This is an optimization exercise on Yosys and OpenROAD, whose aim is small area, not a production implementation. In this exercise RTL edits were held to simulation tests only and were not proved equivalent to the original. Power is estimated from default activity; no workload was simulated.

==> flow/design.v <==
module control(clk,rst_n,seq_rdy,data_ack,currentState,inputBit,frame_end,phase7);
	input clk,rst_n;
	input seq_rdy;
	output data_ack;
	output reg [1:0] currentState;
	output inputBit;
	output frame_end;
	output phase7;
	reg [2:0] phase;
	reg first;
	assign inputBit  = ~phase[0];
	assign data_ack  = (phase == 3'd1);
	assign frame_end = (phase == 3'd0) & ~first;
	assign phase7    = (phase == 3'd7);
	always@(posedge clk or negedge rst_n)begin
		if(!rst_n)begin
			currentState <= 2'b11;
		end else if(seq_rdy && inputBit)begin
			currentState <= currentState + 2'd1;
		end
	end
	always@(posedge clk or negedge rst_n)begin
		if(!rst_n)begin
			phase <= 3'd0;
			first <= 1'b1;
		end else begin
			phase <= phase + 3'd1;
			first <= 1'b0;
		end
	end
endmodule
module BMU(currentState,inputBit,rec_code,hamming_dist);
input [1:0] rec_code;
input [1:0] currentState;
input inputBit;
output [2:0] hamming_dist;
wire [1:0] expec_code;
wire [1:0] Cn;
assign expec_code[1] = inputBit ^ currentState[0];
assign expec_code[0] = inputBit ^ currentState[0] ^ currentState[1];
assign Cn = rec_code ^ expec_code;
assign hamming_dist = {1'b0, Cn[1] & Cn[0], Cn[1] ^ Cn[0]};
endmodule
module PMU (
    input clk,
    input rst_n,
    input [2:0] hamming_dist,
    input [1:0] currentState,
    input inputBit,
    input frame_end,
    input phase7,
	output [15:0] decoded_msg
	);
reg [3:0] path_metrics [0:3];
reg [3:0] new_metrics [0:3];
wire [3:0] candidate_metric;
wire [1:0] nextState;
reg [12:0] survivors [0:3];
reg [12:0] new_survivors [0:3];
reg [3:0] bit_count;
reg [3:0] min_value;
reg [1:0] final_state;
reg [3:0] valid_count;
reg [12:0] dmsg;
wire clear;
wire better;
wire [12:0] shifted;
integer i;
function [12:0] smask;
	input [1:0] k;
	begin
		smask = {11'h7ff, k[0], k[1]};
	end
endfunction
assign decoded_msg = {3'b000, dmsg};
assign nextState = {inputBit, currentState[1]};
assign candidate_metric = path_metrics[currentState] + hamming_dist;
assign better = candidate_metric < new_metrics[nextState];
assign clear = (bit_count == 4'd15);
assign shifted = {survivors[currentState][11:0], inputBit};
always @(posedge clk or negedge rst_n) begin
	if (!rst_n) begin
		path_metrics[0] <= 4'd0;
		path_metrics[1] <= 4'd3;
		path_metrics[2] <= 4'd3;
		path_metrics[3] <= 4'd3;
	end else if (frame_end) begin
		for (i = 0; i < 4; i = i + 1)
			path_metrics[i] <= new_metrics[i];
	end
end
always @(posedge clk or negedge rst_n) begin
	if (!rst_n) begin
		for (i = 0; i < 4; i = i + 1)
			new_metrics[i] <= 4'd3;
	end else if (frame_end && valid_count < 12) begin
		for (i = 0; i < 4; i = i + 1)
			new_metrics[i] <= 4'd3;
	end else if (better) begin
		new_metrics[nextState] <= candidate_metric;
	end
end
always @(posedge clk or negedge rst_n) begin
	if (!rst_n) begin
		for (i = 0; i < 4; i = i + 1)
			survivors[i] <= 13'd0;
	end else if (clear) begin
		for (i = 0; i < 4; i = i + 1)
			survivors[i] <= 13'd0;
	end else if (frame_end) begin
		for (i = 0; i < 4; i = i + 1)
			survivors[i] <= new_survivors[i] & smask(i);
	end
end
always @(posedge clk or negedge rst_n) begin
	if (!rst_n) begin
		for (i = 0; i < 4; i = i + 1)
			new_survivors[i] <= 13'd0;
	end else if (better) begin
		new_survivors[nextState] <= shifted & smask(nextState);
	end
end
always @(posedge clk or negedge rst_n) begin
	if (!rst_n) begin
		bit_count <= 4'd0;
	end else if (clear) begin
		bit_count <= 4'd0;
	end else if (frame_end) begin
		bit_count <= bit_count + 4'd1;
	end
end
always @(posedge clk or negedge rst_n) begin
	if (!rst_n) begin
		dmsg <= 13'd0;
	end else if (clear) begin
		dmsg <= survivors[final_state];
	end
end
always @(posedge clk or negedge rst_n) begin
	if (!rst_n) begin
		min_value <= 4'b0;
		final_state <= 2'b0;
	end else begin
		min_value <= new_metrics[0];
		if (new_metrics[1] < min_value) begin
			min_value <= new_metrics[1];
			final_state <= 2'd1;
		end else if (new_metrics[2] < min_value) begin
			min_value <= new_metrics[2];
			final_state <= 2'd2;
		end else if (new_metrics[3] < min_value) begin
			min_value <= new_metrics[3];
			final_state <= 2'd3;
		end
	end
end
always @(posedge clk or negedge rst_n) begin
	if (!rst_n) begin
		valid_count <= 4'd0;
	end else if (phase7) begin
		valid_count <= valid_count + 4'd1;
	end
end
endmodule
module Top(clk,rst_n,rx,seq_rdy,data_ack,decoded_msg);
input clk,rst_n;
input [1:0]rx;
input seq_rdy;
output wire data_ack;
output wire [15:0] decoded_msg;
wire [1:0] currentState;
wire inputBit;
wire frame_end;
wire phase7;
wire [2:0] hamming_dist;
control c1(
	.clk(clk),
	.rst_n(rst_n),
	.seq_rdy(seq_rdy),
	.data_ack(data_ack),
	.currentState(currentState),
	.inputBit(inputBit),
	.frame_end(frame_end),
	.phase7(phase7)
);
BMU b1(
	.rec_code(rx),
	.hamming_dist(hamming_dist),
	.currentState(currentState),
	.inputBit(inputBit)
);
PMU p1(
	.clk(clk),
	.rst_n(rst_n),
	.hamming_dist(hamming_dist),
	.currentState(currentState),
	.inputBit(inputBit),
	.frame_end(frame_end),
	.phase7(phase7),
	.decoded_msg(decoded_msg)
);
endmodule
==> flow/run.sh <==
#!/bin/bash
# synth_recipe.tcl (not shown) runs the flow's synth.tcl, then flattens the netlist and writes it again
# the make line also repeats each setting of config.mk as NAME=value (left out here)
make -C /OpenROAD-flow-scripts/flow DESIGN_CONFIG=/design/flow/config.mk WORK_HOME=/design/flow/orfs CLKGATE_MAP_FILE= SYNTH_SCRIPT=/design/flow/synth_recipe.tcl finish
==> flow/config.mk <==
export PLATFORM = sky130hd
export DESIGN_NAME = Top
export DESIGN_NICKNAME = Top
export VERILOG_FILES = /design/flow/design.v
export SDC_FILE = /design/flow/constraint.sdc
export NUM_CORES = 4
export LEC_CHECK = 0
export ABC_AREA = 1
export CAP_MARGIN = 20
export CORE_MARGIN = 2
export CORE_UTILIZATION = 40
export SLEW_MARGIN = 20
==> flow/constraint.sdc <==
create_clock -name core_clock -period 5.0 [get_ports {clk}]
set_input_delay 1.0000 -clock core_clock [delete_from_list [all_inputs] [get_ports {clk}]]
set_output_delay 1.0000 -clock core_clock [all_outputs]
set_load 0.01 [all_outputs]
==> results of run 1 <==
[report_power, final]
group	switching, W	internal, W	leakage, nW
Clock	0.000536	0.000967	0.335
Sequential	0.000238	0.00174	2.06
Combinational	0.00155	0.000702	1.64
[final cells by class]
| class | instances | area share |
|---|---|---|
| Clock inverter | 12 | 0.0266 |
| Multi-Input combinational cell | 542 | 0.329 |
| Sequential cell | 161 | 0.478 |
| Timing Repair Buffer | 30 | 0.0362 |
| Inverter | 97 | 0.0430 |
| Tap cell | 229 | 0.0338 |
| Clock buffer | 20 | 0.0539 |
[worst max-delay path, stage by stage]
cell             delay, ns
clkdlybuf4s50_1       0.41
xnor2_1               0.13
xor2_1                0.18
ha_1                  0.30
ha_1                  0.16
inv_1                 0.05
fa_1                  0.37
or2_2                 0.31
nand2_1               0.07
ha_1                  0.22
nand2_1               0.06
inv_1                 0.05
nand2_2               0.09
nand3_2               0.42
o21ai_0               0.33
[layout by cell type, fill, tap and decap left out, drive strengths merged, types with 21 or more instances in the layout]
master | Yosys | layout
clkbuf | 22 | 21
dfrtp | 144 | 144
ha | 25 | 25
inv | 96 | 99
nand2 | 232 | 232
nand3 | 43 | 43
o21ai | 128 | 128
o22ai | 40 | 40
[metal layers]
metal	vias to the layer above	wire length, µm	GRT usage
li1	2780	-	-
met5	-	0	0
met4	0	212	0.0568
met1	2693	8380	0.270
met2	125	8150	0.293
met3	19	710	0.0393
[cells by family after synthesis]
| logic type | share of synthesized area |
|---|---|
| other | 0.000508 |
| AND/OR/NAND/NOR | 0.163 |
| AO/OA/AOI/OAI | 0.153 |
| adder cells (fa/ha/maj) | 0.0450 |
| XOR/XNOR | 0.00948 |
| flip-flops | 0.548 |
| multiplexers | 0.00305 |
| buffers and inverters | 0.0771 |
[metrics by stage]
stage / utilization / power [W]
final: 0.470 / 0.00573
after global routing: 0.470 / 0.00623
after CTS: 0.468 / 0.00575
after detailed placement: 0.430 / 0.00423
after global placement: 0.430 / 0.00419
after floorplan: - / 0.00359
[state kept, by name, indices dropped and copies added, names as in the netlist]
signal and flops:
p1.new_survivors 48, p1.final_state 2, p1.new_metrics 16, p1.survivors 48, c1.first 1, p1.min_value 4
c1.phase 3, p1.dmsg 13, p1.path_metrics 16, p1.valid_count 4, p1.bit_count 4, c1.currentState 2
[worst paths after layout]
| path | to | slack (ns) | startpoint | cells past startpoint |
|---|---|---|---|---|
| min | p1.new_survivors[2][0]$_DFFE_PN0P_ | 0.45 | p1.new_survivors[2][0]$_DFFE_PN0P_ | 2 |
| min in group asynchronous | p1.new_survivors[3][7]$_DFFE_PN0P_ | 0.70 | rst_n | 1 |
| max reg2reg | p1.new_survivors[0][11]$_DFFE_PN0P_ | 1.23 | c1.currentState[1]$_DFFE_PN1P_ | 17 |
| min reg2reg | p1.new_survivors[2][0]$_DFFE_PN0P_ | 0.45 | p1.new_survivors[2][0]$_DFFE_PN0P_ | 2 |
| max | p1.new_survivors[0][11]$_DFFE_PN0P_ | 1.17 | rx[0] | 15 |
| max in group asynchronous | p1.survivors[1][12]$_DFFE_PN0P_ | 3.35 | rst_n | 2 |
==> summary.txt, run 1 <==
std cell rows approximately 50; Final Max Tran Viols 0; top post-synthesis cells by area dfrtp_1 (49%), nand2_1 (12%), o21ai_0 (8.3%); post-DR vias/cell ~5; Die Y around 140 µm; number of global-route vias before repair approximately 5500; Post-CTS Hold Buffers 0; layout overhead on the synthesized area 14.7%; Root Buffer Master clkbuf_16; latest clock arrival within the worst-skew pair 0.43 ns; initial antenna violation count 0; Worst slew margin 0.367; CTS Buffer Depth 2; total of max-cap violations 0; Fin Setup TNS 0 ns; Post-synth top cells nand2_1 (231), dfrtp_1 (144), o21ai_0 (123), inv_1 (93), nand3_1 (42); Final Skew 0.00965 ns; largest net degree at the start of global routing around 120; register area approximately 0.004 mm²; Final Hold Vio Count 0; CTS tree built; clock-pin slew on the worst setup and hold paths about 0.07 ns; drt initial violations ~330; Die W ~140 µm; RePlAce Congestion ~0.81; setup slack after layout ~1.2 ns; DP Area between 0.007 and 0.008 mm²; post-route clock period utilization 0.765; Netlist cell types 34; # IOs 22; Period minus WS final about 3.8 ns; Cell Area, Synth 0.00739 mm²; Post-Layout Cell Count between 1000 and 1500; first-pass detailed-route iteration total 5; drt total wl about 17000 µm; post-synth top area cell dfrtp_1; synth warn 6; Post-CTS Setup Inserts 0; Hold Path Class reg2reg; Post-CTS Resized 0; layout cell share with drive strength beyond 1 0.0847; Min Hold Slack around 0.45 ns; Die ar. ~0.020 mm²; first-pass GRT wire length 29200 µm; Req. time, crit path 5.34 ns; Worst Max-Slew Pin Slew 0.950 ns; LEAKAGE 4.03 nW; # placed instances approximately 1100; initial cell density of the core 0.410; multi-input logic area 0.00279 mm²; type of element launching the critical path input port; DRT antenna net count 0; # DRC 0; outcome no timing/DRC/antenna violations; Setup WS pre-CTS around 0.76 ns; clk sinks 161; Critical Path End Type flip-flop; Top FF cell, synth dfrtp_1; critical path fanouts, max 28; PortBufs 18; WP data arrival approximately 4.2 ns; top cell type's share of synthesized area 0.488; core area 0.0180 mm²; total track usage 0.189; DR vias about 5600; Post-synth EDFFs 0; Worst VDD drop approximately 0.00064 V; most common cell in the netlist nand2_1; TritonCTS buffer count 17; drt wl/cell approximately 16 µm; Yosys reg bits ~160; DP HPWL approximately 11000 µm; Post-Synthesis Cells about 840; Final Cell Area between 0.008 and 0.009 mm²; Avg Cell Area, Syn between 8 and 9 µm²; # fillers approximately 1700; Ant. Diodes 0; htree depth 4; critical path type in2reg; nets 880; grt total ovfl 0; fmax between 200 and 300 MHz; Synth async-reset ratio 1.00; # setup viols final 0; PwrDens approximately 680 mW/mm²; unrepaired setup endpoints after global routing no; sequential share of the synthesized area 0.548
==> run 2: changes to the inputs <==
--- a/flow/design.v
+++ b/flow/design.v
@@ -53,10 +53,11 @@
 	);
-reg [3:0] path_metrics [0:3];
-reg [3:0] new_metrics [0:3];
-wire [3:0] candidate_metric;
+reg [1:0] path_metrics [0:3];
+reg [1:0] new_metrics [0:3];
+wire [2:0] candidate_metric;
 wire [1:0] nextState;
-reg [12:0] survivors [0:3];
-reg [12:0] new_survivors [0:3];
+reg [12:0] surv [0:3];
+reg [1:0] ptr [0:3];
+reg [12:1] pend;
 reg [3:0] bit_count;
-reg [3:0] min_value;
+reg [1:0] min_value;
 reg [1:0] final_state;
@@ -65,4 +66,5 @@
 wire clear;
+wire masked;
 wire better;
-wire [12:0] shifted;
+wire [11:0] src;
 integer i;
@@ -74,14 +76,33 @@
 endfunction
+function [12:0] resolve;
+	input [1:0] k;
+	input [1:0] p;
+	input [12:0] cur;
+	input [12:0] sa;
+	input [12:0] sb;
+	input [12:1] pd;
+	input msk;
+	begin
+		case (p)
+			2'd0: resolve = cur;
+			2'd1: resolve = msk ? {12'd0, k[1]} : {sa[11:0], k[1]};
+			2'd2: resolve = msk ? {12'd0, k[1]} : {sb[11:0], k[1]};
+			default: resolve = k[1] ? {pd, 1'b1} : 13'd0;
+		endcase
+		resolve = resolve & smask(k);
+	end
+endfunction
 assign decoded_msg = {3'b000, dmsg};
 assign nextState = {inputBit, currentState[1]};
-assign candidate_metric = path_metrics[currentState] + hamming_dist;
-assign better = candidate_metric < new_metrics[nextState];
+assign candidate_metric = {1'b0, path_metrics[currentState]} + hamming_dist;
+assign better = candidate_metric < {1'b0, new_metrics[nextState]};
 assign clear = (bit_count == 4'd15);
-assign shifted = {survivors[currentState][11:0], inputBit};
-always @(posedge clk or negedge rst_n) begin
-	if (!rst_n) begin
-		path_metrics[0] <= 4'd0;
-		path_metrics[1] <= 4'd3;
-		path_metrics[2] <= 4'd3;
-		path_metrics[3] <= 4'd3;
+assign masked = (bit_count == 4'd0);
+assign src = masked ? 12'd0 : surv[currentState][11:0];
+always @(posedge clk or negedge rst_n) begin
+	if (!rst_n) begin
+		path_metrics[0] <= 2'd0;
+		path_metrics[1] <= 2'd3;
+		path_metrics[2] <= 2'd3;
+		path_metrics[3] <= 2'd3;
 	end else if (frame_end) begin
@@ -94,28 +115,44 @@
 		for (i = 0; i < 4; i = i + 1)
-			new_metrics[i] <= 4'd3;
+			new_metrics[i] <= 2'd3;
 	end else if (frame_end && valid_count < 12) begin
 		for (i = 0; i < 4; i = i + 1)
-			new_metrics[i] <= 4'd3;
+			new_metrics[i] <= 2'd3;
 	end else if (better) begin
-		new_metrics[nextState] <= candidate_metric;
-	end
-end
-always @(posedge clk or negedge rst_n) begin
-	if (!rst_n) begin
-		for (i = 0; i < 4; i = i + 1)
-			survivors[i] <= 13'd0;
-	end else if (clear) begin
-		for (i = 0; i < 4; i = i + 1)
-			survivors[i] <= 13'd0;
+		new_metrics[nextState] <= candidate_metric[1:0];
+	end
+end
+always @(posedge clk or negedge rst_n) begin
+	if (!rst_n) begin
+		for (i = 0; i < 4; i = i + 1)
+			surv[i] <= 13'd0;
 	end else if (frame_end) begin
 		for (i = 0; i < 4; i = i + 1)
-			survivors[i] <= new_survivors[i] & smask(i);
-	end
-end
-always @(posedge clk or negedge rst_n) begin
-	if (!rst_n) begin
-		for (i = 0; i < 4; i = i + 1)
-			new_survivors[i] <= 13'd0;
-	end else if (better) begin
-		new_survivors[nextState] <= shifted & smask(nextState);
+			surv[i] <= resolve(i, ptr[i], surv[i], surv[{i[0], 1'b0}],
+			                   surv[{i[0], 1'b1}], pend, masked & i[1]);
+	end
+end
+always @(posedge clk or negedge rst_n) begin
+	if (!rst_n) begin
+		for (i = 0; i < 4; i = i + 1)
+			ptr[i] <= 2'd0;
+	end else begin
+		if (frame_end) begin
+			for (i = 0; i < 4; i = i + 1)
+				ptr[i] <= 2'd0;
+		end
+		if (better) begin
+			if (frame_end)
+				ptr[nextState] <= 2'd3;
+			else if (masked && !nextState[1])
+				ptr[nextState] <= 2'd3;
+			else
+				ptr[nextState] <= currentState[0] ? 2'd2 : 2'd1;
+		end
+	end
+end
+always @(posedge clk or negedge rst_n) begin
+	if (!rst_n) begin
+		pend <= 12'd0;
+	end else if (frame_end && better) begin
+		pend <= src;
 	end
@@ -135,8 +172,8 @@
 	end else if (clear) begin
-		dmsg <= survivors[final_state];
-	end
-end
-always @(posedge clk or negedge rst_n) begin
-	if (!rst_n) begin
-		min_value <= 4'b0;
+		dmsg <= surv[final_state];
+	end
+end
+always @(posedge clk or negedge rst_n) begin
+	if (!rst_n) begin
+		min_value <= 2'b0;
 		final_state <= 2'b0;
--- a/flow/config.mk
+++ b/flow/config.mk
@@ -7,3 +7,2 @@
 export LEC_CHECK = 0
-export ABC_AREA = 1
 export CAP_MARGIN = 20
==> run 2 against run 1 <==
- maximum frequency down 15%
- core utilization down 0.78 points
- critical endpoint is now p1.pend[7]$_DFFE_PN0P_
- still clean on timing, DRC and antenna
- sequential power is 15% lower
- global-route usage is 2.9 points higher
- combinational power fell by 3%
- via count down 7.4%
- synthesized cell count down 24%
- non-clock buffer count is 2 lower
- largest power group unchanged
- cell count shrank 20%
==> summary.txt, run 2 <==
most used cell, CP ha_1; WP data arrival 4.82 ns (+0.66 ns); PwrDens 697 mW/mm² (+3.1%); post-DR vias/cell 5.97 (+16%); max reg flops 48; Die ar. 0.0170 mm² (-13%); outcome no timing/DRC/antenna violations; TritonCTS buffer count 17 (unchanged); Synth async-reset ratio 1.00 (unchanged); drt wl/cell 19.9 µm (+24%); DP HPWL 10500 µm (-2.8%); Die Y 130 µm (-6.8%); Root Buffer Master clkbuf_16; CP Cell Sequence inv_1 > ha_1 > buf_4 > a222oi_1 > a21oi_1 > ha_1 > fa_1 > ha_1 > a211o_1 > a31oi_2 > nand4_2 > mux2_4; type of element launching the critical path flip-flop; # IOs 22 (unchanged); Post-CTS Setup Inserts 0 (unchanged); sequential share of the synthesized area 0.453 (-0.0948); Worst slew margin 0.277 (-0.0900); Cell Area, Synth 0.00639 mm² (-13%); Avg Cell Area, Syn 10.1 µm² (+14%); Post-CTS Resized 0 (unchanged); number of global-route vias before repair 5197 (-5.3%); std cell rows 46 (-6.1%); first-pass GRT wire length 28000 µm (-4.1%); Fin Setup TNS 0 ns (unchanged); Period minus WS final 4.52 ns (+0.692 ns); Final Skew 0.00772 ns (-0.00193 ns); nets 675 (-23%); LEAKAGE 3.25 nW (-19%); Ant. Diodes 0 (unchanged); final total power 0.00509 W (-11%); # setup viols final 0 (unchanged); critical path type reg2reg; largest register by flop count p1.surv; Post-CTS Hold Buffers 0 (unchanged); drt total wl 17300 µm (-0.57%); Worst Max-Slew Pin Slew 1.08 ns (+0.134 ns); Yosys reg bits 115 (-29%); most frequent cells in the layout nand2_1 (98), dfrtp_1 (98), a21oi_1 (50); RePlAce Congestion 0.827 (+2.1%); Post-synth EDFFs 0 (unchanged); drt initial violations 742 (+120%); CTS tree built; DR vias 5202 (-7.4%); initial antenna violation count 0 (unchanged); Netlist cell types 49 (+44%); Post-Synthesis Cells 636 (-24%); Die W 130 µm (-6.8%); Req. time, crit path 5.30 ns (-0.04 ns); synth warn 6 (unchanged); Post-synth top cells dfrtp_1 (98), nand2_1 (98), a21oi_1 (50), nor2_1 (46), nand3_1 (29); CTS Buffer Depth 2 (unchanged); grt total ovfl 0 (unchanged); Final Hold Vio Count 0 (unchanged); layout cell share with drive strength beyond 1 0.159 (+0.0738); latest clock arrival within the worst-skew pair 0.42 ns (about the same); initial cell density of the core 0.406 (-0.00439); DRT antenna net count 0 (unchanged); clock-pin slew on the worst setup and hold paths 0.05 ns (-0.02 ns); Worst VDD drop 0.000352 V (-45%); Top FF cell, synth dfrtp_1; total track usage 0.219 (+0.0293); htree depth 4 (unchanged); PortBufs 18 (unchanged); unrepaired setup endpoints after global routing no; biggest regs p1.surv: 48 flops, p1.dmsg: 13 flops, p1.pend: 12 flops; Critical Path End Type flip-flop; # DRC 0 (unchanged); layout overhead on the synthesized area 14.0%; first-pass detailed-route iteration total 5 (unchanged); clk sinks 115 (-29%); total of max-cap violations 0 (unchanged); post-synth top area cell dfrtp_1; top post-synthesis cells by area dfrtp_1 (38%), dfstp_2 (7.0%), nand2_1 (5.8%); top cell type's share of synthesized area 0.383 (-0.104); Final Max Tran Viols 0 (unchanged); post-route clock period utilization 0.904 (+0.138); R2R setup slack 0.48 ns (-0.75 ns); Hold Path Class reg2reg; critical path fanouts, max 12 (-57%); core area 0.0158 mm² (-13%); critical path's slowest cell dfstp_2; fmax 221 MHz (-15%); largest net degree at the start of global routing 57 (-51%); CP peak stage delay 0.60 ns (+0.18 ns)
run 2: critical path, delay by kind of cell, from the launching register on:
kind / cells / cell delay, ns
multiplexers: 1 / 0.50
AO/OA/AOI/OAI: 4 / 1.13
flip-flops: 1 / 0.60
adder cells (fa/ha/maj): 4 / 1.31
AND/OR/NAND/NOR: 1 / 0.53
buffers and inverters: 2 / 0.31
run 2: final timing paths:
kind | startpoint | endpoint | depth (start not counted)
max | c1.currentState[0]$_DFFE_PN1P_ | p1.pend[7]$_DFFE_PN0P_ | 12
min | p1.path_metrics[3][0]$_DFFE_PN1P_ | p1.path_metrics[3][0]$_DFFE_PN1P_ | 2
max reg2reg | c1.currentState[0]$_DFFE_PN1P_ | p1.pend[7]$_DFFE_PN0P_ | 12
min reg2reg | p1.path_metrics[3][0]$_DFFE_PN1P_ | p1.path_metrics[3][0]$_DFFE_PN1P_ | 2
max in group asynchronous | rst_n | p1.path_metrics[2][0]$_DFFE_PN1P_ | 2
min in group asynchronous | rst_n | p1.path_metrics[0][1]$_DFFE_PN0P_ | 1
run 2: report_power, final:
group,switching (W),internal (W),total [W],leakage (nW)
clock,0.000424,0.000775,0.00120,0.288
combinational,0.00126,0.000936,0.00219,1.52
sequential,0.000447,0.00125,0.00169,1.44
run 2: cells by family after synthesis:
kind of cell | Yosys count | synth area share
multiplexers | 46 | 0.106
XOR/XNOR | 9 | 0.0123
AO/OA/AOI/OAI | 157 | 0.174
flip-flops | 115 | 0.453
adder cells (fa/ha/maj) | 27 | 0.0540
AND/OR/NAND/NOR | 218 | 0.152
buffers and inverters | 63 | 0.0472
other | 1 | 0.000586
run 2: cell type report:
cell class	count	area [µm²]
Tap cell	216	270
Fill cell	1487	8480
Clock inverter	3	40.0
Multi-Input combinational cell	461	3220
Inverter	20	75.1
Sequential cell	115	2900
Timing Repair Buffer	28	253
Clock buffer	29	541
run 2: through the flow:
step / hold WS (ns) / instances / area, µm² / setup slack [ns] / util
global route: 0.467 / 872 / 7290 / 0.345 / 0.462
detailed placement: 0.453 / 840 / 6710 / 0.260 / 0.426
CTS: 0.458 / 872 / 7290 / 0.511 / 0.462
finish: 0.458 / 872 / 7290 / 0.481 / 0.462
floorplan: 0.439 / 639 / 6410 / 1.04 / -
global placement: 0.449 / 840 / 6710 / 0.268 / 0.426
run 2: per-layer routing:
layer / track usage / routed length, µm / part of all wire
met5: 0 / 0 / 0
met4: 0.106 / 532 / 0.031
met3: 0.0566 / 1490 / 0.086
met2: 0.334 / 7930 / 0.46
met1: 0.291 / 7400 / 0.43
==> run 3: changes to the inputs <==
--- a/flow/design.v
+++ b/flow/design.v
@@ -57,3 +57,5 @@
 wire [1:0] nextState;
-reg [12:0] surv [0:3];
+wire [51:0] survf;
+wire [12:0] surv0 = survf[12:0], surv1 = survf[25:13], surv2 = survf[38:26], surv3 = survf[51:39];
+reg [12:0] surv_cs, surv_fs;
 reg [1:0] ptr [0:3];
@@ -76,20 +78,2 @@
 endfunction
-function [12:0] resolve;
-	input [1:0] k;
-	input [1:0] p;
-	input [12:0] cur;
-	input [12:0] sa;
-	input [12:0] sb;
-	input [12:1] pd;
-	input msk;
-	begin
-		case (p)
-			2'd0: resolve = cur;
-			2'd1: resolve = msk ? {12'd0, k[1]} : {sa[11:0], k[1]};
-			2'd2: resolve = msk ? {12'd0, k[1]} : {sb[11:0], k[1]};
-			default: resolve = k[1] ? {pd, 1'b1} : 13'd0;
-		endcase
-		resolve = resolve & smask(k);
-	end
-endfunction
 assign decoded_msg = {3'b000, dmsg};
@@ -100,3 +84,17 @@
 assign masked = (bit_count == 4'd0);
-assign src = masked ? 12'd0 : surv[currentState][11:0];
+always @(*) begin
+	case (currentState)
+		2'd0: surv_cs = surv0;
+		2'd1: surv_cs = surv1;
+		2'd2: surv_cs = surv2;
+		default: surv_cs = surv3;
+	endcase
+	case (final_state)
+		2'd0: surv_fs = surv0;
+		2'd1: surv_fs = surv1;
+		2'd2: surv_fs = surv2;
+		default: surv_fs = surv3;
+	endcase
+end
+assign src = masked ? 12'd0 : surv_cs[11:0];
 always @(posedge clk or negedge rst_n) begin
@@ -123,12 +121,28 @@
 end
-always @(posedge clk or negedge rst_n) begin
-	if (!rst_n) begin
-		for (i = 0; i < 4; i = i + 1)
-			surv[i] <= 13'd0;
-	end else if (frame_end) begin
-		for (i = 0; i < 4; i = i + 1)
-			surv[i] <= resolve(i, ptr[i], surv[i], surv[{i[0], 1'b0}],
-			                   surv[{i[0], 1'b1}], pend, masked & i[1]);
-	end
-end
+wire [3:0] hold, sel_a, sel_b, sel_p;
+genvar g;
+generate
+	for (g = 0; g < 4; g = g + 1) begin : res
+		reg [12:0] q;
+		wire mk = masked & (g >= 2);
+		assign hold[g]  = ~frame_end | (ptr[g] == 2'd0);
+		assign sel_a[g] = frame_end & (ptr[g] == 2'd1) & ~mk;
+		assign sel_b[g] = frame_end & (ptr[g] == 2'd2) & ~mk;
+		assign sel_p[g] = frame_end & (ptr[g] == 2'd3) & (g >= 2);
+		wire [12:0] sa = survf[(g % 2) * 26 +: 13];
+		wire [12:0] sb = survf[(g % 2) * 26 + 13 +: 13];
+		wire [12:0] nxt = ( ({13{hold[g]}} & q)
+		                  | ({13{sel_a[g]}} & {sa[11:0], 1'b1})
+		                  | ({13{sel_b[g]}} & {sb[11:0], 1'b1})
+		                  | ({13{sel_p[g]}} & {pend, 1'b1})
+		                  | {12'd0, ~hold[g] & (g >= 2)} ) & smask(g);
+		always @(posedge clk or negedge rst_n) begin
+			if (!rst_n)
+				q <= 13'd0;
+			else
+				q <= nxt;
+		end
+		assign survf[g * 13 +: 13] = q;
+	end
+endgenerate
 always @(posedge clk or negedge rst_n) begin
@@ -172,3 +186,3 @@
 	end else if (clear) begin
-		dmsg <= surv[final_state];
+		dmsg <= surv_fs;
 	end
--- a/flow/config.mk
+++ b/flow/config.mk
@@ -10,2 +10,3 @@
 export CORE_UTILIZATION = 40
+export CTS_BUF_LIST = sky130_fd_sc_hd__clkbuf_4 sky130_fd_sc_hd__clkbuf_2
 export SLEW_MARGIN = 20
==> run 3 against run 2 <==
- cell count fell by 13%
- worst setup slack gained 0.18 ns
- routed wire length shrank 9.2%
- maximum frequency grew 4.1%
- flip-flop and latch count is the same
- still clean
- design area decreased by 9.2%
- critical path type unchanged
- critical path depth shrank 1
- first-iteration DRC count rose by 0.81%
- via count fell by 12%
- count of clock-buffer cells in the layout decreased by 10
- global-route usage down 1.2 points
- largest cell class is now sequential cells
==> summary.txt, run 3 <==
type of element launching the critical path flip-flop; Die W 126 µm (-3.2%); Post-CTS Resized 0 (unchanged); Hold Path Class in2async; Cell Area, Synth 0.00598 mm² (-6.6%); Ant. Diodes 0 (unchanged); post-synth top area cell dfrtp_1; largest family of logic cells by synthesized area compound AO/OA/AOI/OAI gates; clk sinks 115 (unchanged); CTS Buffer Depth 2 (unchanged); PwrDens 547 mW/mm² (-22%); RePlAce Congestion 0.855 (+3.4%); DP Area 0.00631 mm² (-6.0%); largest net degree at the start of global routing 47 (-18%); Final Hold Vio Count 0 (unchanged); portion of netlist area occupied by mux cells 0.120 (+0.0142); largest register by flop count p1.res.q; Fin Setup TNS 0 ns (unchanged); Post-synth EDFFs 0 (unchanged); total of max-cap violations 0 (unchanged); nets 584 (-13%); most used cell, CP ha_1; most common cell in the netlist nand2_1; # DRC 0 (unchanged); post-route clock period utilization 0.868 (-0.0356); max reg flops 48 (unchanged); critical path fanouts, max 13 (+1); CP Cell Sequence inv_1 > ha_1 > a222oi_1 > mux2i_1 > ha_1 > fa_1 > ha_1 > a211oi_2 > o2111ai_2 > buf_4 > mux2_4; TritonCTS buffer count 17 (unchanged); PortBufs 18 (unchanged); first-pass detailed-route iteration total 8 (+3); CP Buf/Inv Count 2 (unchanged); unrepaired setup endpoints after global routing no; outcome no timing/DRC/antenna violations; synth warn 5 (-1); fmax 230 MHz (+4.1%); Yosys reg bits 115 (unchanged); Final Max Tran Viols 0 (unchanged); drt initial violations 748 (+0.81%); commonest non-fill, non-tap cell in the layout nand2_1; Synth Area in Compound Gates 0.171 (-0.00265); WP data arrival 4.77 ns (-0.05 ns); XOR/XNOR Fraction of Synth Area 0.0132 (+0.000865); first-pass GRT wire length 25400 µm (-9.3%); top cell type's share of synthesized area 0.410 (+0.0269); Top FF cell, synth dfrtp_1; total track usage 0.206 (-0.0124); layout overhead on the synthesized area 10.8%; Critical Path End Type flip-flop; Synth async-reset ratio 1.00 (unchanged); critical path's slowest cell dfstp_2; Worst Max-Slew Pin Slew 1.16 ns (+0.0735 ns); DR vias 4579 (-12%); most frequent cells in the layout nand2_1 (102), dfrtp_1 (98), a222oi_1 (34); Period minus WS final 4.34 ns (-0.178 ns); number of global-route vias before repair 4469 (-14%); critical path's top delay family adder cells; DRT antenna net count 0 (unchanged); post-DR vias/cell 6.06 (+1.7%); Post-Synthesis Cells 545 (-14%); Req. time, crit path 5.43 ns (+0.13 ns); Final Cell Area 0.00662 mm² (-9.2%); DP HPWL 9900 µm (-5.7%); Synth Area in Adders 0.0431 (-0.0109); Avg Cell Area, Syn 11.0 µm² (+9.0%); # fillers 1344 (-9.6%); # setup viols final 0 (unchanged); htree depth 4 (unchanged); Min Hold Slack 0.339 ns (-0.119 ns); grt total ovfl 0 (unchanged); Worst VDD drop 0.000377 V (+7.0%); drt total wl 15700 µm (-9.2%); LEAKAGE 2.95 nW (-9.0%); initial cell density of the core 0.410 (+0.00410); # IOs 22 (unchanged); drt wl/cell 20.9 µm (+4.9%); std cell rows 44 (-4.3%); CTS tree built; clock-pin slew on the worst setup and hold paths 0.12 ns (+0.07 ns); Post-CTS Hold Buffers 0 (unchanged); sequential share of the synthesized area 0.485 (+0.0318); critical path type reg2reg; Die Y 126 µm (-3.2%); CP peak stage delay 0.69 ns (+0.09 ns); Die ar. 0.0159 mm² (-6.4%); post-synthesis simple-gate area fraction 0.129 (-0.0228); biggest regs p1.res.q: 48 flops, p1.dmsg: 13 flops, p1.pend: 12 flops; Post-synth top cells nand2_1 (102), dfrtp_1 (98), a222oi_1 (34), o21ai_0 (33), a22oi_1 (21); Root Buffer Master clkbuf_4; Worst slew margin 0.223 (-0.0534); Post-CTS Setup Inserts 0 (unchanged); layout cell share with drive strength beyond 1 0.182 (+0.0236); Final Skew 0.0244 ns (+0.0167 ns); top post-synthesis cells by area dfrtp_1 (41%), dfstp_2 (7.5%), nand2_1 (6.4%); latest clock arrival within the worst-skew pair 0.56 ns (+0.14 ns); core area 0.0146 mm² (-7.5%); Netlist cell types 53 (+8.2%); initial antenna violation count 0 (unchanged)
-- run 3: kinds of logic after synthesis --
family	Yosys count
buf+inv	50
simple gates	164
fa+ha+maj	20
other cells	1
mux	50
xor+xnor	9
flops	115
compound gates	136
-- run 3: path summary, 6_finish.rpt --
kind,startpoint,endpoint,slack [ns],cells past startpoint
max,c1.currentState[1]$_DFFE_PN1P_,p1.pend[4]$_DFFE_PN0P_,0.66,11
min,rst_n,p1.res[2].q[2]$_DFF_PN0_,0.34,1
max reg2reg,c1.currentState[1]$_DFFE_PN1P_,p1.pend[4]$_DFFE_PN0P_,0.66,11
min reg2reg,p1.path_metrics[3][0]$_DFFE_PN1P_,p1.path_metrics[3][0]$_DFFE_PN1P_,0.47,2
max in group asynchronous,rst_n,c1.phase[1]$_DFF_PN0_,3.74,2
min in group core_clock,p1.path_metrics[3][0]$_DFFE_PN1P_,p1.path_metrics[3][0]$_DFFE_PN1P_,0.47,2
-- run 3: final cells by class --
type	count	area, µm²	area share
multi-input cells	383	2880	0.435
inverters	14	52.6	0.00794
repair buffers	28	253	0.0382
clock inverters	12	164	0.0248
clock buffers	19	143	0.0215
flip-flops and latches	115	2900	0.438
well taps	184	230	0.0348
-- run 3: stage by stage --
stage | setup WS (ns) | power (W) | util | std cells
floorplan | 1.20 | 0.00247 | - | 548
global placement | 0.650 | 0.00280 | 0.432 | 724
detailed placement | 0.580 | 0.00285 | 0.432 | 724
CTS | 0.688 | 0.00362 | 0.453 | 755
global route | 0.433 | 0.00386 | 0.454 | 755
finish | 0.659 | 0.00362 | 0.454 | 755
-- run 3: worst reg2reg max path: cells and delay by family, from the launching register on --
family / cells / cell delay [ns]
AO/OA/AOI/OAI: 3 / 0.99
adder cells (fa/ha/maj): 4 / 1.66
buffers and inverters: 2 / 0.43
multiplexers: 2 / 0.45
flip-flops: 1 / 0.69
-- run 3: routing by layer --
layer | vias up | part of all wire | global-route usage
li1 | 2058 | - | -
met3 | 25 | 0.081 | 0.0565
met2 | 236 | 0.47 | 0.314
met1 | 2260 | 0.44 | 0.288
met5 | - | 0 | 0
met4 | 0 | 0.015 | 0.0653
-- run 3: where the power goes --
part	total, W	switching (W)	internal [W]
Sequential	0.00145	0.000291	0.00116
Clock	0.000759	0.000362	0.000398
Combinational	0.00141	0.000816	0.000596
==> run 4: changes to the inputs <==
--- a/flow/config.mk
+++ b/flow/config.mk
@@ -10,3 +10,2 @@
 export CORE_UTILIZATION = 40
-export CTS_BUF_LIST = sky130_fd_sc_hd__clkbuf_4 sky130_fd_sc_hd__clkbuf_2
 export SLEW_MARGIN = 20
==> run 4 against run 3 <==
- clock power grew about 70%
- design area up 4.8%
- maximum frequency shrank 0.88%
- worst setup slack lost 0.039 ns
- clock skew down 0.013 ns
- sequential share of layout area shrank 2.0 points
- still clean
- synthesized cell count is the same
- sequential power hardly changed
==> summary.txt, run 4 <==
outcome no timing/DRC/antenna violations; LEAKAGE 3.10 nW (+4.8%); Netlist cell types 53 (unchanged); Req. time, crit path 5.29 ns (-0.14 ns); std cell rows 44 (unchanged); biggest regs p1.res.q: 48 flops, p1.dmsg: 13 flops, p1.pend: 12 flops; htree depth 4 (unchanged); R2R setup slack 0.62 ns (-0.04 ns); clock-pin slew on the worst setup and hold paths 0.05 ns (-0.07 ns); max reg flops 48 (unchanged); total track usage 0.207 (+0.000307); Post-CTS Setup Inserts 0 (unchanged); Min Hold Slack 0.458 ns (+0.119 ns); # setup viols final 0 (unchanged); initial antenna violation count 0 (unchanged); Final Cell Area 0.00694 mm² (+4.8%); Final Skew 0.0112 ns (-0.0132 ns); Hold Path Class reg2reg; fmax 228 MHz (-0.88%); Post-CTS Hold Buffers 0 (unchanged); grt total ovfl 0 (unchanged); Register-to-Register Path Depth 11 (unchanged); Sw Pwr 0.00152 W (+3.6%); layout overhead on the synthesized area 16.2%; most frequent cells in the layout nand2_1 (102), dfrtp_1 (98), a222oi_1 (34); TritonCTS buffer count 17 (unchanged); # placed instances 724 (unchanged); Final Hold Vio Count 0 (unchanged); most used cell, CP ha_1; Post-synth EDFFs 0 (unchanged); Critical Path End Type flip-flop; DP Area 0.00631 mm² (unchanged); Root Buffer Master clkbuf_16; PortBufs 18 (unchanged); Top FF cell, synth dfrtp_1; Net Sw Frac 0.367 (-0.0386); # IOs 22 (unchanged); unrepaired setup endpoints after global routing no; critical path fanouts, max 13 (unchanged); Die W 126 µm (unchanged); CP peak stage delay 0.67 ns (-0.02 ns); drt wl/cell 20.8 µm (-0.44%); Die ar. 0.0159 mm² (unchanged); first-pass GRT wire length 25500 µm (+0.57%); Avg Cell Area, Syn 11.0 µm² (unchanged); critical path's slowest cell dfstp_2; Ant. Diodes 0 (unchanged); top post-synthesis cells by area dfrtp_1 (41%), dfstp_2 (7.5%), nand2_1 (6.4%); Yosys reg bits 115 (unchanged); largest net degree at the start of global routing 47 (unchanged); first-pass detailed-route iteration total 6 (-2); # DRC 0 (unchanged); number of global-route vias before repair 4551 (+1.8%); clk sinks 115 (unchanged); DP HPWL 9900 µm (unchanged); Die Y 126 µm (unchanged); Post-synth top cells nand2_1 (102), dfrtp_1 (98), a222oi_1 (34), o21ai_0 (33), a22oi_1 (21); sequential power share 0.351 (-0.050); reg-to-reg endpoint p1.pend[4]$_DFFE_PN0P_; CTS tree built; Hold Crit Depth 2; post-route clock period utilization 0.876 (+0.00775); top cell type's share of synthesized area 0.410 (unchanged); DR vias 4566 (-0.28%); core area 0.0146 mm² (unchanged); # fillers 1307 (-2.8%); nets 584 (unchanged); synth warn 5 (unchanged); critical path's top delay family adder cells; critical path type reg2reg; largest register by flop count p1.res.q; sequential share of the synthesized area 0.485 (unchanged); post-DR vias/cell 6.05 (-0.28%); CP Buf/Inv Count 2 (unchanged); Hold Startpoint p1.path_metrics[2][1]$_DFFE_PN1P_; WP data arrival 4.67 ns (-0.10 ns); Worst VDD drop 0.000347 V (-7.9%); Synth async-reset ratio 1.00 (unchanged); drt total wl 15700 µm (-0.44%); CTS Buffer Depth 2 (unchanged); PwrDens 598 mW/mm² (+9.3%); most common cell in the netlist nand2_1; Post-Layout Cell Count 755 (unchanged); CP Cell Sequence inv_1 > ha_1 > a222oi_1 > mux2i_1 > ha_1 > fa_1 > ha_1 > a211oi_2 > o2111ai_2 > buf_4 > mux2_4; layout cell share with drive strength beyond 1 0.184 (+0.00175); Final Max Tran Viols 0 (unchanged); Period minus WS final 4.38 ns (+0.0387 ns); Fin Setup TNS 0 ns (unchanged); initial cell density of the core 0.410 (unchanged); Crit Reg-Reg Startpoint c1.currentState[1]$_DFFE_PN1P_; Worst slew margin 0.222 (-0.000977); clock power share 0.311 (+0.101); total of max-cap violations 0 (unchanged); commonest non-fill, non-tap cell in the layout nand2_1; latest clock arrival within the worst-skew pair 0.42 ns (-0.14 ns); type of element launching the critical path flip-flop; Worst Max-Slew Pin Slew 1.16 ns (+0.00146 ns); Comb pwr share 0.339 (-0.051); post-synth top area cell dfrtp_1; Cell Area, Synth 0.00598 mm² (unchanged); DRT antenna net count 0 (unchanged); Hold Path End p1.path_metrics[2][1]$_DFFE_PN1P_; Final Core Density 0.476 (+0.0220); Post-CTS Resized 0 (unchanged); RePlAce Congestion 0.855 (unchanged); Internal 0.00263 W (+22%); Post-Synthesis Cells 545 (unchanged); drt initial violations 630 (-16%)
==> run 4: cell types whose count changed in the layout (fill, tap and decap cells not counted), sizes merged <==
cell | previous run | this run
clkbuf | 19 | 22
clkinv | 5 | 2
==> run 4: final cells by class <==
class                      count  area [µm²]  area share
clock inverter                 9         153      0.0220
clock buffer                  22         474      0.0683
timing repair buffer          28         253      0.0364
tap                          184         230      0.0332
sequential                   115        2900       0.418
inverter                      14        52.6     0.00757
multi-input combinational    383        2880       0.415
==> run 4: logic make-up after synthesis <==
kind of cell / Yosys count / share of synthesized area
AO/OA/AOI/OAI: 136 / 0.171
XOR/XNOR: 9 / 0.0132
adder cells (fa/ha/maj): 20 / 0.0431
buffers and inverters: 50 / 0.0366
flip-flops: 115 / 0.485
multiplexers: 50 / 0.120
other: 1 / 0.000628
AND/OR/NAND/NOR: 164 / 0.129
==> run 4: worst register-to-register path, delay by kind of cell (launching register included) <==
family / cells / cell delay [ns]
adder cells (fa/ha/maj): 4 / 1.67
flip-flops: 1 / 0.67
AO/OA/AOI/OAI: 3 / 1.03
buffers and inverters: 2 / 0.43
multiplexers: 2 / 0.46
==> run 4: worst max-delay path by stage <==
stage	startpoint	depth (start not counted)	slack (ns)	endpoint
floorplan	c1.currentState[1]$_DFFE_PN1P_	13	1.20	p1.pend[10]$_DFFE_PN0P_
global placement	rx[0]	11	0.65	p1.pend[4]$_DFFE_PN0P_
detailed placement	rx[0]	11	0.58	p1.pend[7]$_DFFE_PN0P_
CTS	c1.currentState[1]$_DFFE_PN1P_	11	0.69	p1.pend[4]$_DFFE_PN0P_
global route	c1.currentState[1]$_DFFE_PN1P_	11	0.41	p1.ptr[1][1]$_DFF_PN0_
finish	c1.currentState[1]$_DFFE_PN1P_	11	0.62	p1.pend[4]$_DFFE_PN0P_
==> run 4: power groups by stage <==
stage / clock, W / sequential [W] / combinational [W]
floorplan: 0 / 0.00132 / 0.00115
global placement: 0 / 0.00145 / 0.00135
detailed placement: 0 / 0.00146 / 0.00139
CTS: 0.00131 / 0.00145 / 0.00140
global route: 0.00135 / 0.00149 / 0.00155
finish: 0.00129 / 0.00145 / 0.00141
==> run 4: metal layers <==
layer | part of all wire | vias to the layer above | track usage
met1 | 0.43 | 2286 | 0.285
met3 | 0.076 | 24 | 0.0578
met2 | 0.47 | 204 | 0.310
li1 | - | 2052 | -
met5 | 0 | - | 0
met4 | 0.019 | 0 | 0.0795
==> run 4: metrics by stage <==
step	power, W	setup WS [ns]
2_1_floorplan	0.00247	1.20
3_3_place_gp	0.00280	0.650
3_5_place_dp	0.00285	0.580
4_1_cts	0.00415	0.693
5_1_grt	0.00440	0.415
6_report	0.00415	0.620
==> run 5: changes to the inputs <==
==> flow/flow/run.sh (new file) <==
#!/bin/bash
# The standard ORFS layout (the standard.sh, unchanged synthesis), with:
#  - clock tree from small clock buffers and no dummy balancing loads,
#  - the smallest buffer on every input and output port,
#  - power recovery after global routing, which downsizes cells on paths
#    with slack.
# ORFS writes each tool's log under orfs/logs; make's own output goes to
# flow_make.log.
set -euo pipefail
bash standard.sh \
  "CTS_ARGS=-sink_clustering_enable -repair_clock_nets -dont_use_dummy_load -buf_list {sky130_fd_sc_hd__clkbuf_4 sky130_fd_sc_hd__clkbuf_2}" \
  "BUFFER_PORTS_ARGS=-buffer_cell sky130_fd_sc_hd__buf_1" \
  RECOVER_POWER=100 \
  finish > flow_make.log 2>&1
==> flow/standard.sh (new file) <==
#!/bin/bash
# synth_recipe.tcl (not shown) runs the flow's synth.tcl, then flattens the netlist and writes it again
# the make line also repeats each setting of config.mk as NAME=value (left out here)
make -C /OpenROAD-flow-scripts/flow DESIGN_CONFIG=/design/flow/config.mk WORK_HOME=/design/flow/orfs CLKGATE_MAP_FILE= SYNTH_SCRIPT=/design/flow/synth_recipe.tcl "${@:-finish}"
removed: flow/run.sh
==> run 5 against run 4 <==
- now fails the layout checks on max-capacitance violations, max-slew violations
- maximum frequency is 1.7% higher
- die area is the same
- first-iteration DRC count grew 11%
- cell count fell by 1.7%
- sequential share of layout area rose by 4.5 points
- worst setup slack improved by 0.075 ns
- area after synthesis is the same
- via count fell by 0.44%
- clock power shrank 65%
- critical path depth unchanged
- critical endpoint is now p1.ptr[1][1]$_DFF_PN0_
- largest power group unchanged
==> summary.txt, run 5 <==
Worst slew margin -1.42 (-1.64); top post-synthesis cells by area dfrtp_1 (41%), dfstp_2 (7.5%), nand2_1 (6.4%); Req. time, crit path 5.37 ns (+0.08 ns); Yosys reg bits 115 (unchanged); initial cell density of the core 0.410 (unchanged); first-pass GRT wire length 25400 µm (-0.38%); SO Viols max-capacitance violations, max-slew violations; clk sinks 115 (unchanged); post-synth top area cell dfrtp_1; Final Max Tran Viols 77 (+77); drt total wl 15600 µm (-0.67%); post-DR vias/cell 6.13 (+1.3%); post-route clock period utilization 0.861 (-0.0150); Top FF cell, synth dfrtp_1; largest net degree at the start of global routing 66 (+40%); sequential share of the synthesized area 0.485 (unchanged); Die W 126 µm (unchanged); Post-synth EDFFs 0 (unchanged); CTS tree built; Die Y 126 µm (unchanged); critical path's slowest cell dfstp_1; R2R setup slack 0.70 ns (+0.07 ns); core area 0.0146 mm² (unchanged); critical path fanouts, max 13 (unchanged); type of element launching the critical path flip-flop; DR vias 4546 (-0.44%); Post-CTS Resized 0 (unchanged); most common cell in the netlist nand2_1; most used cell, CP ha_1; synth warn 5 (unchanged); first-pass detailed-route iteration total 9 (+3); Cell Area, Synth 0.00598 mm² (unchanged); critical path's top delay family adder cells; CP Cell Sequence inv_1 > ha_1 > a222oi_1 > mux2i_1 > ha_1 > fa_1 > ha_1 > a211oi_2 > o2111ai_1 > nand3_1 > o21ai_0; DRT antenna net count 0 (unchanged); # DRC 0 (unchanged); clock-pin slew on the worst setup and hold paths 0.09 ns (+0.04 ns); Synth async-reset ratio 1.00 (unchanged); Worst Max-Slew Pin Slew 3.63 ns (+2.47 ns); Post-synth top cells nand2_1 (102), dfrtp_1 (98), a222oi_1 (34), o21ai_0 (33), a22oi_1 (21); Post-CTS Hold Buffers 0 (unchanged); critical path type reg2reg; number of global-route vias before repair 4557 (+0.13%); unrepaired setup endpoints after global routing no; std cell rows 44 (unchanged); CP Buf/Inv Count 1 (-1); drt wl/cell 21.0 µm (+1.1%); Hold Path Class reg2reg; total track usage 0.204 (-0.00278); layout cell share with drive strength beyond 1 0.131 (-0.0528); Netlist cell types 53 (unchanged); Final Hold Vio Count 0 (unchanged); Avg Cell Area, Syn 11.0 µm² (unchanged); biggest regs p1.res.q: 48 flops, p1.dmsg: 13 flops, p1.pend: 12 flops; Root Buffer Master clkbuf_4; initial antenna violation count 1 (+1); max reg flops 48 (unchanged); latest clock arrival within the worst-skew pair 0.52 ns (+0.10 ns); top cell type's share of synthesized area 0.410 (unchanged); total of max-cap violations 3 (+3); nets 584 (unchanged); RePlAce Congestion 0.824 (-3.7%); # IOs 22 (unchanged); largest register by flop count p1.res.q; LEAKAGE 2.78 nW (-10%); outcome failed layout checks; most frequent cells in the layout nand2_1 (102), dfrtp_1 (98), o21ai_0 (35); Die ar. 0.0159 mm² (unchanged); grt total ovfl 0 (unchanged); DP HPWL 10000 µm (+1.0%); Min Hold Slack 0.457 ns (-0.000197 ns); CTS Buffer Depth 2 (unchanged); WP data arrival 4.68 ns (about the same); Worst VDD drop 0.000301 V (-13%); htree depth 4 (unchanged); commonest non-fill, non-tap cell in the layout nand2_1; TritonCTS buffer count 17 (unchanged); DP Area 0.00620 mm² (-1.7%); Final Skew 0.0387 ns (+0.0275 ns); Fin Setup TNS 0 ns (unchanged); # setup viols final 0 (unchanged); Critical Path End Type flip-flop; fmax 232 MHz (+1.7%); PwrDens 522 mW/mm² (-13%); PortBufs 18 (unchanged); drt initial violations 697 (+11%); layout overhead on the synthesized area 4.79%; Post-Synthesis Cells 545 (unchanged); CP peak stage delay 0.77 ns (+0.10 ns); Post-CTS Setup Inserts 0 (unchanged); Final Cell Area 0.00626 mm² (-9.8%); Period minus WS final 4.30 ns (-0.0750 ns)
-- run 5: changes by cell type in the layout (fill, tap and decap cells not counted), moves of 4 or more --
cell | previous run | this run
clkbuf_4 | 0 | 17
mux2_1 | 0 | 10
clkdlybuf4s50_1 | 17 | 0
bufinv_16 | 4 | 0
clkbuf_16 | 17 | 0
buf_1 | 0 | 17
buf_4 | 11 | 4
mux2_4 | 10 | 0
-- run 5: cell type report --
class	count	area (µm²)
fill	1379	8330
sequential	115	2900
multi-input combinational	383	2830
tap	184	230
clock buffer	17	128
timing repair buffer	28	123
inverter	14	52.6
antenna	1	2.50
-- run 5: final timing paths --
path / cells past startpoint / start / endpoint
worst max register to register: 11 / c1.currentState[1]$_DFFE_PN1P_ / p1.ptr[1][1]$_DFF_PN0_
worst min-delay path: 2 / p1.path_metrics[3][1]$_DFFE_PN1P_ / p1.path_metrics[3][1]$_DFFE_PN1P_
min in group asynchronous: 1 / rst_n / p1.res[1].q[5]$_DFF_PN0_
worst max-delay path: 11 / c1.currentState[1]$_DFFE_PN1P_ / p1.ptr[1][1]$_DFF_PN0_
worst min register to register: 2 / p1.path_metrics[3][1]$_DFFE_PN1P_ / p1.path_metrics[3][1]$_DFFE_PN1P_
max in group asynchronous: 2 / rst_n / p1.pend[10]$_DFFE_PN0P_
-- run 5: per-stage QoR --
step / total power (W) / setup WS, ns / std cells / utilization
4_1_cts: 0.00330 / 0.859 / 741 / 0.434
2_1_floorplan: 0.00247 / 1.20 / 548 / -
3_5_place_dp: 0.00285 / 0.869 / 724 / 0.425
5_1_grt: 0.00351 / 0.443 / 742 / 0.429
6_report: 0.00327 / 0.695 / 742 / 0.429
3_3_place_gp: 0.00278 / 0.954 / 724 / 0.425
-- run 5: where the power goes --
| part | total, W | internal (W) | leakage, nW | switching, W |
|---|---|---|---|---|
| sequential | 0.00145 | 0.00116 | 1.47 | 0.000288 |
| combinational | 0.00138 | 0.000579 | 1.23 | 0.000796 |
| clock | 0.000448 | 0.000155 | 0.0782 | 0.000294 |
| total | 0.00327 | 0.00189 | 2.78 | 0.00138 |
-- run 5: cells by family (layout without fill, tap and decap cells) --
group                    count (synthesis)  count (layout)  synth area share
AND/OR/NAND/NOR                        164             164             0.129
XOR/XNOR                                 9               9            0.0132
flip-flops                             115             115             0.485
adder cells (fa/ha/maj)                 20              20            0.0431
buffers and inverters                   50              59            0.0366
AO/OA/AOI/OAI                          136             136             0.171
multiplexers                            50              50             0.120
other                                    1               5          0.000628
-- run 5: worst register-to-register path, cell delays in order (launching register included) --
cell	delay, ns
dfstp_1	0.77
inv_1	0.24
ha_1	0.46
a222oi_1	0.34
mux2i_1	0.12
ha_1	0.20
fa_1	0.54
ha_1	0.44
a211oi_2	0.36
o2111ai_1	0.41
nand3_1	0.20
o21ai_0	0.10
-- run 5: layer usage --
| metal | share of wire | GRT usage |
|---|---|---|
| met1 | 0.45 | 0.280 |
| met2 | 0.48 | 0.316 |
| met3 | 0.063 | 0.0510 |
| met4 | 0.011 | 0.0692 |
| met5 | 0 | 0 |
==> run 6: changes to the inputs <==
--- a/flow/design.v
+++ b/flow/design.v
@@ -59,3 +59,3 @@
 wire [12:0] surv0 = survf[12:0], surv1 = survf[25:13], surv2 = survf[38:26], surv3 = survf[51:39];
-reg [12:0] surv_cs, surv_fs;
+reg [12:0] surv_rd;
 reg [1:0] ptr [0:3];
@@ -68,2 +68,3 @@
 wire clear;
+reg pend_zero;
 wire masked;
@@ -84,17 +85,12 @@
 assign masked = (bit_count == 4'd0);
+wire [1:0] rd_sel = frame_end ? currentState : final_state;
 always @(*) begin
-	case (currentState)
-		2'd0: surv_cs = surv0;
-		2'd1: surv_cs = surv1;
-		2'd2: surv_cs = surv2;
-		default: surv_cs = surv3;
+	case (rd_sel)
+		2'd0: surv_rd = surv0;
+		2'd1: surv_rd = surv1;
+		2'd2: surv_rd = surv2;
+		default: surv_rd = surv3;
 	endcase
-	case (final_state)
-		2'd0: surv_fs = surv0;
-		2'd1: surv_fs = surv1;
-		2'd2: surv_fs = surv2;
-		default: surv_fs = surv3;
-	endcase
-end
-assign src = masked ? 12'd0 : surv_cs[11:0];
+end
+assign src = surv_rd[11:0];
 always @(posedge clk or negedge rst_n) begin
@@ -130,3 +126,3 @@
 		assign sel_b[g] = frame_end & (ptr[g] == 2'd2) & ~mk;
-		assign sel_p[g] = frame_end & (ptr[g] == 2'd3) & (g >= 2);
+		assign sel_p[g] = frame_end & (ptr[g] == 2'd3) & (g >= 2) & ~pend_zero;
 		wire [12:0] sa = survf[(g % 2) * 26 +: 13];
@@ -169,4 +165,6 @@
 		pend <= 12'd0;
+		pend_zero <= 1'b0;
 	end else if (frame_end && better) begin
 		pend <= src;
+		pend_zero <= masked;
 	end
@@ -186,3 +184,3 @@
 	end else if (clear) begin
-		dmsg <= surv_fs;
+		dmsg <= surv_rd;
 	end
--- a/flow/flow/run.sh
+++ b/flow/flow/run.sh
@@ -4,3 +4,3 @@
 #  - the smallest buffer on every input and output port,
-#  - power recovery after global routing, which downsizes cells on paths
+
 #    with slack.
@@ -12,3 +12,2 @@
   "BUFFER_PORTS_ARGS=-buffer_cell sky130_fd_sc_hd__buf_1" \
-  RECOVER_POWER=100 \
   finish > flow_make.log 2>&1
==> run 6 against run 5 <==
- now clean on timing, DRC and antenna
- area after synthesis down 3.7%
- register-to-register slack better by 0.66 ns
- sequential share of layout area up 1.6 points
- maximum frequency up 18%
- critical endpoint is now p1.pend[10]$_DFFE_PN0P_
- largest power group unchanged
==> summary.txt, run 6 <==
largest register by flop count p1.res.q; initial cell density of the core 0.411 (+0.00184); Crit Reg-Reg Startpoint c1.currentState[0]$_DFFE_PN1P_; post-DR vias/cell 5.78 (-5.7%); first-pass detailed-route iteration total 5 (-4); most common cell in the netlist nand2_1; sequential power share 0.447 (+0.005); # fillers 1357 (-1.6%); Post-CTS Hold Buffers 0 (unchanged); CP peak stage delay 0.64 ns (-0.13 ns); Final Skew 0.0268 ns (-0.0119 ns); std cell rows 43 (-2.3%); LEAKAGE 2.67 nW (-4.0%); Hold Startpoint p1.path_metrics[1][1]$_DFFE_PN1P_; CTS Buffer Depth 2 (unchanged); Worst slew margin 0.257 (+1.68); max reg flops 48 (unchanged); PwrDens 509 mW/mm² (-2.5%); Internal 0.00185 W (-2.0%); CP Launch Point c1.currentState[0]$_DFFE_PN1P_; number of global-route vias before repair 4363 (-4.3%); # setup viols final 0 (unchanged); PortBufs 18 (unchanged); total track usage 0.204 (about the same); Yosys reg bits 116 (+0.87%); layout overhead on the synthesized area 6.15%; RePlAce Congestion 0.831 (+0.81%); Post-synth EDFFs 0 (unchanged); post-synth top area cell dfrtp_1; sequential share of the synthesized area 0.508 (+0.0229); layout cell share with drive strength beyond 1 0.138 (+0.00681); CTS tree built; Hold Path Class reg2reg; DR vias 4349 (-4.3%); Net Sw Frac 0.404 (-0.0175); clk sinks 116 (+0.87%); WP data arrival 4.04 ns (-0.64 ns); Cell Area, Synth 0.00576 mm² (-3.7%); top cell type's share of synthesized area 0.430 (+0.0200); TritonCTS buffer count 17 (unchanged); Fin Setup TNS 0 ns (unchanged); type of element launching the critical path flip-flop; critical path type reg2reg; Ant. Diodes 0 (-1); top post-synthesis cells by area dfrtp_1 (43%), dfstp_2 (7.8%), nand2_1 (7.2%); critical path fanouts, max 14 (+1); fmax 274 MHz (+18%); CP Buf/Inv Count 3 (+2); commonest non-fill, non-tap cell in the layout nand2_1; Netlist cell types 46 (-13%); drt wl/cell 19.0 µm (-9.5%); drt initial violations 395 (-43%); Req. time, crit path 5.40 ns (+0.03 ns); Final Max Tran Viols 0 (-100%); drt total wl 14300 µm (-8.2%); total of max-cap violations 0 (-3); Top FF cell, synth dfrtp_1; # IOs 22 (unchanged); latest clock arrival within the worst-skew pair 0.53 ns (about the same); critical path's slowest cell dfstp_2; unrepaired setup endpoints after global routing no; initial antenna violation count 0 (-1); Post-synth top cells nand2_1 (110), dfrtp_1 (99), a22oi_1 (48), o21ai_0 (40), mux2_2 (26); DRT antenna net count 0 (unchanged); Comb pwr share 0.409 (-0.012); DP HPWL 9150 µm (-8.5%); Critical Path End Type flip-flop; nets 598 (+2.4%); Min Hold Slack 0.465 ns (+0.00751 ns); Final Hold Vio Count 0 (unchanged); biggest regs p1.res.q: 48 flops, p1.dmsg: 13 flops, p1.pend: 12 flops; Sw Pwr 0.00126 W (-8.8%); Post-CTS Setup Inserts 0 (unchanged); Die ar. 0.0154 mm² (-3.6%); Worst VDD drop 0.000450 V (+50%); synth warn 5 (unchanged); Period minus WS final 3.64 ns (-0.661 ns); grt total ovfl 0 (unchanged); most used cell, CP ha_1; Die Y 124 µm (-1.8%); # DRC 0 (unchanged); Worst Max-Slew Pin Slew 1.11 ns (-2.52 ns); multi-input logic area 0.00264 mm² (-6.6%); first-pass GRT wire length 23400 µm (-7.8%); clock power share 0.144 (+0.007); outcome no timing/DRC/antenna violations; most frequent cells in the layout nand2_1 (110), dfrtp_1 (99), a22oi_1 (48); Post-CTS Resized 0 (unchanged); Post-Synthesis Cells 556 (+2.0%); critical path's top delay family adder cells; largest net degree at the start of global routing 59 (-11%); Avg Cell Area, Syn 10.4 µm² (-5.6%); core area 0.0140 mm² (-4.1%); CP Cell Sequence inv_1 > ha_1 > a222oi_1 > mux2i_1 > ha_1 > fa_1 > ha_1 > inv_1 > o311ai_2 > buf_4 > mux2_2; post-route clock period utilization 0.729 (-0.132); Root Buffer Master clkbuf_4; htree depth 4 (unchanged); clock-pin slew on the worst setup and hold paths 0.09 ns (about the same); Synth async-reset ratio 1.00 (unchanged); Die W 124 µm (-1.8%); register area 0.00292 mm² (+0.86%)
-- run 6: power by group through the flow --
stage	Sequential (W)	Clock, W	Combinational [W]
floorplan	0.00133	0	0.00102
global placement	0.00140	0	0.00123
detailed placement	0.00141	0	0.00127
CTS	0.00139	0.000468	0.00128
global route	0.00142	0.000506	0.00146
finish	0.00139	0.000448	0.00127
-- run 6: final timing paths --
check	slack, ns	endpoint	cells past startpoint
max	1.36	p1.pend[10]$_DFFE_PN0P_	11
min	0.46	p1.path_metrics[1][1]$_DFFE_PN1P_	2
max reg2reg	1.36	p1.pend[10]$_DFFE_PN0P_	11
min reg2reg	0.46	p1.path_metrics[1][1]$_DFFE_PN1P_	2
max in group asynchronous	3.41	p1.path_metrics[2][1]$_DFFE_PN1P_	2
min in group asynchronous	0.60	p1.res[2].q[9]$_DFF_PN0_	1
-- run 6: kinds of logic (layout without fill, tap and decap cells) --
kind of cell	count (synthesis)	after routing	synth area share
compound gates	146	146	0.177
xor+xnor	9	9	0.0137
fa+ha+maj	18	18	0.0404
buf+inv	44	58	0.0365
flops	116	116	0.508
mux	46	46	0.0911
other cells	1	4	0.000652
simple gates	176	176	0.133
-- run 6: final cells by class --
class | count | area share
Clock buffer | 17 | 0.0209
Inverter | 14 | 0.00860
Multi-Input combinational cell | 399 | 0.432
Sequential cell | 116 | 0.479
Tap cell | 180 | 0.0369
Timing Repair Buffer | 27 | 0.0227
-- run 6: stage by stage --
stage / util / cell area, µm² / setup WS [ns] / instances / total power (W)
after floorplan: - / 5770 / 1.25 / 559 / 0.00235
after global placement: 0.428 / 5980 / 1.22 / 736 / 0.00263
after detailed placement: 0.428 / 5980 / 1.16 / 736 / 0.00268
after CTS: 0.437 / 6110 / 1.31 / 753 / 0.00313
after global routing: 0.437 / 6110 / 1.15 / 753 / 0.00339
final: 0.437 / 6110 / 1.36 / 753 / 0.00311
-- run 6: metal layers --
layer	global-route usage	vias up	wire [µm]
met5	0	-	0
met4	0.0836	0	233
met3	0.0490	21	876
met2	0.323	150	6910
met1	0.269	2150	6280
li1	-	2028	-
-- run 6: worst register-to-register path, stage by stage (launching register included) --
cell and delay [ns]:
dfstp_2 0.64, inv_1 0.14, ha_1 0.24, a222oi_1 0.34
mux2i_1 0.14, ha_1 0.21, fa_1 0.52, ha_1 0.34
inv_1 0.05, o311ai_2 0.26, buf_4 0.28, mux2_2 0.36

==> static timing again, ports no longer ideal <==
No port has a modelled driver above. Below, the same layouts with a new extraction and two added sets of constraints. Step 1, drivers: a clkbuf_16 drives clk and a buf_2 each remaining input, both assumed. Step 2, shift: input delay + t, output delay - t, t = (earliest + latest rising clock arrival at the registers) / 2. This alone moves slack from input paths to output paths. Slacks: no drivers / after step 1 / after step 2; pairs: no drivers / after step 1.
run	t, ns	setup slack, ns	clock arrival spread, ns
run 1	0.465	1.173 / 1.190 / 0.725	0.010 / 0.010
run 2	0.456	0.481 / 0.481 / 0.184	0.008 / 0.008
run 3	0.577	0.659 / 0.659 / 0.571	0.024 / 0.025
run 4	0.449	0.620 / 0.620 / 0.565	0.011 / 0.012
run 5	0.545	0.695 / 0.695 / 0.564	0.045 / 0.045
run 6	0.546	1.356 / 1.356 / 1.185	0.027 / 0.027
For run 1, which loses most, drivers alone change the setup slack by +0.017 ns; drivers and shift together by -0.448 ns. The worst setup slack also covers recovery checks on asynchronous resets.
